Context: an optimization exercise on an open-source flow, tuned for small area. The choices shown serve that exercise and are no tape-out recipe. Only simulation tests tie the RTL to the original design; equivalence was not proved. Power is estimated from default activity; no workload was simulated.

// right_note_machine
module right_note_machine (
    input clk,
    input rst,  
    input [9:0] rawnote,  
    input mode,  
    input pitchUP,  
    input pitchDOWN,  
    input autospeed,  
    input cycle,  
    input [3:0] songselect,
    output tx  
    );
For scale: about 960 cells after synthesis, ~79 flip-flops, ~6400 sq um of cells after synthesis.
export LEC_CHECK = 0
export CAP_MARGIN = 20
export CORE_MARGIN = 2
export CORE_UTILIZATION = 50
export GPL_TIMING_DRIVEN = 0
export SLEW_MARGIN = 20
export SYNTH_MEMORY_MAX_BITS = 65536
create_clock -name core_clock -period 10.0 [get_ports {clk}]
standard.sh (not shown) runs the stock make flow with config.mk's settings and CLKGATE_MAP_FILE= SYNTH_SCRIPT=/design/flow/synth_recipe.tcl, a recipe that flattens the netlist after the stock synthesis.
==> flow/flow/run.sh <==
#!/bin/bash
# The standard layout, with these changes:
# - synthesis maps the logic for area: flow/synth.tcl runs ABC with flow/area.script,
#   which restructures the logic with &deepsyn and maps it with area recovery, and
#   adders are left to ABC (no full/half-adder extraction, no Kogge-Stone carry map);
# - the port buffers are buf_1;
# - the clock tree uses clkbuf_8 and no dummy loads.
# Each ORFS step writes its own log under orfs/logs; make's output goes to flow_make.log.
set -euo pipefail
cd "$(dirname "$0")/.."
WORK=$(pwd)
export AREA_ABC_SCRIPT=$WORK/flow/area.script
bash standard.sh \
  SYNTH_SCRIPT=$WORK/flow/synth.tcl \
  ADDER_MAP_FILE= \
  SYNTH_OPERATIONS_ARGS=-nofsm \
  "BUFFER_PORTS_ARGS=-buffer_cell sky130_fd_sc_hd__buf_1" \
  "CTS_ARGS=-sink_clustering_enable -repair_clock_nets -dont_use_dummy_load -buf_list sky130_fd_sc_hd__clkbuf_8" \
  finish > $WORK/flow_make.log 2>&1
==> flow/flow/area.script <==
&get -n
&st
&deepsyn -T 40 -S 1
&deepsyn -T 40 -S 2
&deepsyn -T 40 -S 3
&deepsyn -T 40 -S 4
&deepsyn -T 40 -S 5
&dch
&nf -R 1000
&put
topo
==> flow/flow/synth.tcl <==
# The standard synthesis (synth_recipe.tcl), with one change: ABC maps the logic with
# flow/area.script, an area-oriented script (&deepsyn, then mapping with area recovery), in place of ORFS's speed script. Flip-flops
# are mapped before ABC runs, so the registers are the standard synthesis's.
proc synth {args} { yosys synth -nofsm -noshare {*}$args }
proc abc {args} {
  set new {}
  set skip 0
  foreach a $args {
    if {$skip} { lappend new $::env(AREA_ABC_SCRIPT); set skip 0; continue }
    if {$a eq "-script"} { lappend new -script; set skip 1; continue }
    lappend new $a
  }
  puts "abc with the area script: $new"
  yosys abc {*}$new
}
source $::env(SCRIPTS_DIR)/synth.tcl
# left out here: clear keep_hierarchy, flatten, clean up, hide names made inside functions, write 1_2_yosys.v
The baseline passed the timing, design-rule and antenna checks.
==> next run, changes <==
--- a/flow/flow/run.sh
+++ b/flow/flow/run.sh
@@ -5,5 +5,6 @@
 #   adders are left to ABC (no full/half-adder extraction, no Kogge-Stone carry map);
 # - the port buffers are buf_1;
-# - the clock tree uses clkbuf_8 and no dummy loads.
+# - the clock tree uses clkbuf_8 and no dummy loads;
+# - after global routing, gates off the critical paths are downsized (RECOVER_POWER).
 # Each ORFS step writes its own log under orfs/logs; make's output goes to flow_make.log.
 set -euo pipefail
@@ -15,4 +16,5 @@
   ADDER_MAP_FILE= \
   SYNTH_OPERATIONS_ARGS=-nofsm \
+  RECOVER_POWER=100 \
   "BUFFER_PORTS_ARGS=-buffer_cell sky130_fd_sc_hd__buf_1" \
   "CTS_ARGS=-sink_clustering_enable -repair_clock_nets -dont_use_dummy_load -buf_list sky130_fd_sc_hd__clkbuf_8" \
==> flow/flow/area.script (replaced) <==
&get -n
&st
&deepsyn -T 40 -S 1
&deepsyn -T 40 -S 2
&deepsyn -T 40 -S 3
&deepsyn -T 40 -S 4
&deepsyn -T 40 -S 5
&deepsyn -T 40 -S 6
&deepsyn -T 40 -S 7
&deepsyn -T 40 -S 8
&dch
&nf -R 1000 -E 100 -C 32 -F 8 -A 8
&put
topo
Settings changed: SETUP_SLACK_MARGIN from default to 0.6.
The new run finished with max-capacitance violations, max-slew violations left.
Maximum frequency rises by 0.86%.
Final area falls by 3.2%.
Global-route usage falls by 0.65 points.
Power rises by 14%.
Area after synthesis falls by 2.9%.
==> next run, changes <==
--- a/flow/flow/run.sh
+++ b/flow/flow/run.sh
@@ -5,6 +5,5 @@
 #   adders are left to ABC (no full/half-adder extraction, no Kogge-Stone carry map);
 # - the port buffers are buf_1;
-# - the clock tree uses clkbuf_8 and no dummy loads;
-# - after global routing, gates off the critical paths are downsized (RECOVER_POWER).
+# - the clock tree uses clkbuf_8 and no dummy loads.
 # Each ORFS step writes its own log under orfs/logs; make's output goes to flow_make.log.
 set -euo pipefail
@@ -16,5 +15,4 @@
   ADDER_MAP_FILE= \
   SYNTH_OPERATIONS_ARGS=-nofsm \
-  RECOVER_POWER=100 \
   "BUFFER_PORTS_ARGS=-buffer_cell sky130_fd_sc_hd__buf_1" \
   "CTS_ARGS=-sink_clustering_enable -repair_clock_nets -dont_use_dummy_load -buf_list sky130_fd_sc_hd__clkbuf_8" \
--- a/flow/flow/area.script
+++ b/flow/flow/area.script
@@ -9,4 +9,8 @@
 &deepsyn -T 40 -S 7
 &deepsyn -T 40 -S 8
+&deepsyn -T 40 -S 9
+&deepsyn -T 40 -S 10
+&deepsyn -T 40 -S 11
+&deepsyn -T 40 -S 12
 &dch
 &nf -R 1000 -E 100 -C 32 -F 8 -A 8
This time the run produced a clean layout.
Total power rose by 2.7%.
Final cell count fell by 3.4%.
First-iteration DRC count fell by about 4%.
Register-to-register slack gets better by 0.77 ns.
Synthesized area fell by 1.1%.
Die area fell by about 1%.
Count of clock-buffer cells in the layout does not change.
==> next run, changes <==
--- a/flow/flow/run.sh
+++ b/flow/flow/run.sh
@@ -5,5 +5,6 @@
 #   adders are left to ABC (no full/half-adder extraction, no Kogge-Stone carry map);
 # - the port buffers are buf_1;
-# - the clock tree uses clkbuf_8 and no dummy loads.
+# - the clock tree uses clkbuf_8 and no dummy loads;
+# - after global routing, gates off the critical paths are downsized (RECOVER_POWER).
 # Each ORFS step writes its own log under orfs/logs; make's output goes to flow_make.log.
 set -euo pipefail
@@ -15,4 +16,5 @@
   ADDER_MAP_FILE= \
   SYNTH_OPERATIONS_ARGS=-nofsm \
+  RECOVER_POWER=100 \
   "BUFFER_PORTS_ARGS=-buffer_cell sky130_fd_sc_hd__buf_1" \
   "CTS_ARGS=-sink_clustering_enable -repair_clock_nets -dont_use_dummy_load -buf_list sky130_fd_sc_hd__clkbuf_8" \
==> flow/flow/area.script (replaced) <==
&get -n
&st
&deepsyn -T 40 -S 1
&deepsyn -T 40 -S 2
&deepsyn -T 40 -S 3
&deepsyn -T 40 -S 4
&deepsyn -T 40 -S 5
&dch
&nf -R 1000 -E 100 -C 32 -F 8 -A 8
&put
topo
The changed run produced a layout that fails on max-capacitance violations, max-slew violations; setup slack is worse by 0.021 ns; die area went up by about 1.7%; wire length went down by about 1.1%; worst hold slack is worse by 0.0057 ns; register-to-register slack is worse by 0.13 ns; via count went up by about 2.2%; final area went up by about 3%.

==> re-timing with driven ports <==
No port has a modelled driver above. Below, the same layouts with a new extraction and two added sets of constraints.
Step 1 assumes that a clkbuf_16 drives the clock port and a buf_2 every other input.
Step 2, shift: input delay + t, output delay - t, t = (earliest + latest rising clock arrival at the registers) / 2. This alone moves slack from input paths to output paths.
Three values: ideal ports, drivers, drivers and shift; two values: the first two.
| run | t (ns) | setup WS [ns] | hold WS [ns] | worst register clock-pin slew, ns |
|---|---|---|---|---|
| the first run | 0.402 | 0.657 / 0.671 / 0.269 | 0.468 / 0.468 / 0.468 | 0.10 / 0.10 |
| the second run | 0.407 | 0.737 / 0.751 / 0.345 | 0.482 / 0.482 / 0.482 | 0.09 / 0.09 |
| the third run | 0.396 | 1.137 / 1.156 / 0.760 | 0.466 / 0.466 / 0.466 | 0.09 / 0.09 |
| the fourth run | 0.399 | 1.117 / 1.133 / 0.734 | 0.460 / 0.460 / 0.460 | 0.09 / 0.09 |
For the second run, which loses most, drivers alone change the setup slack by +0.014 ns; drivers and shift together by -0.392 ns.
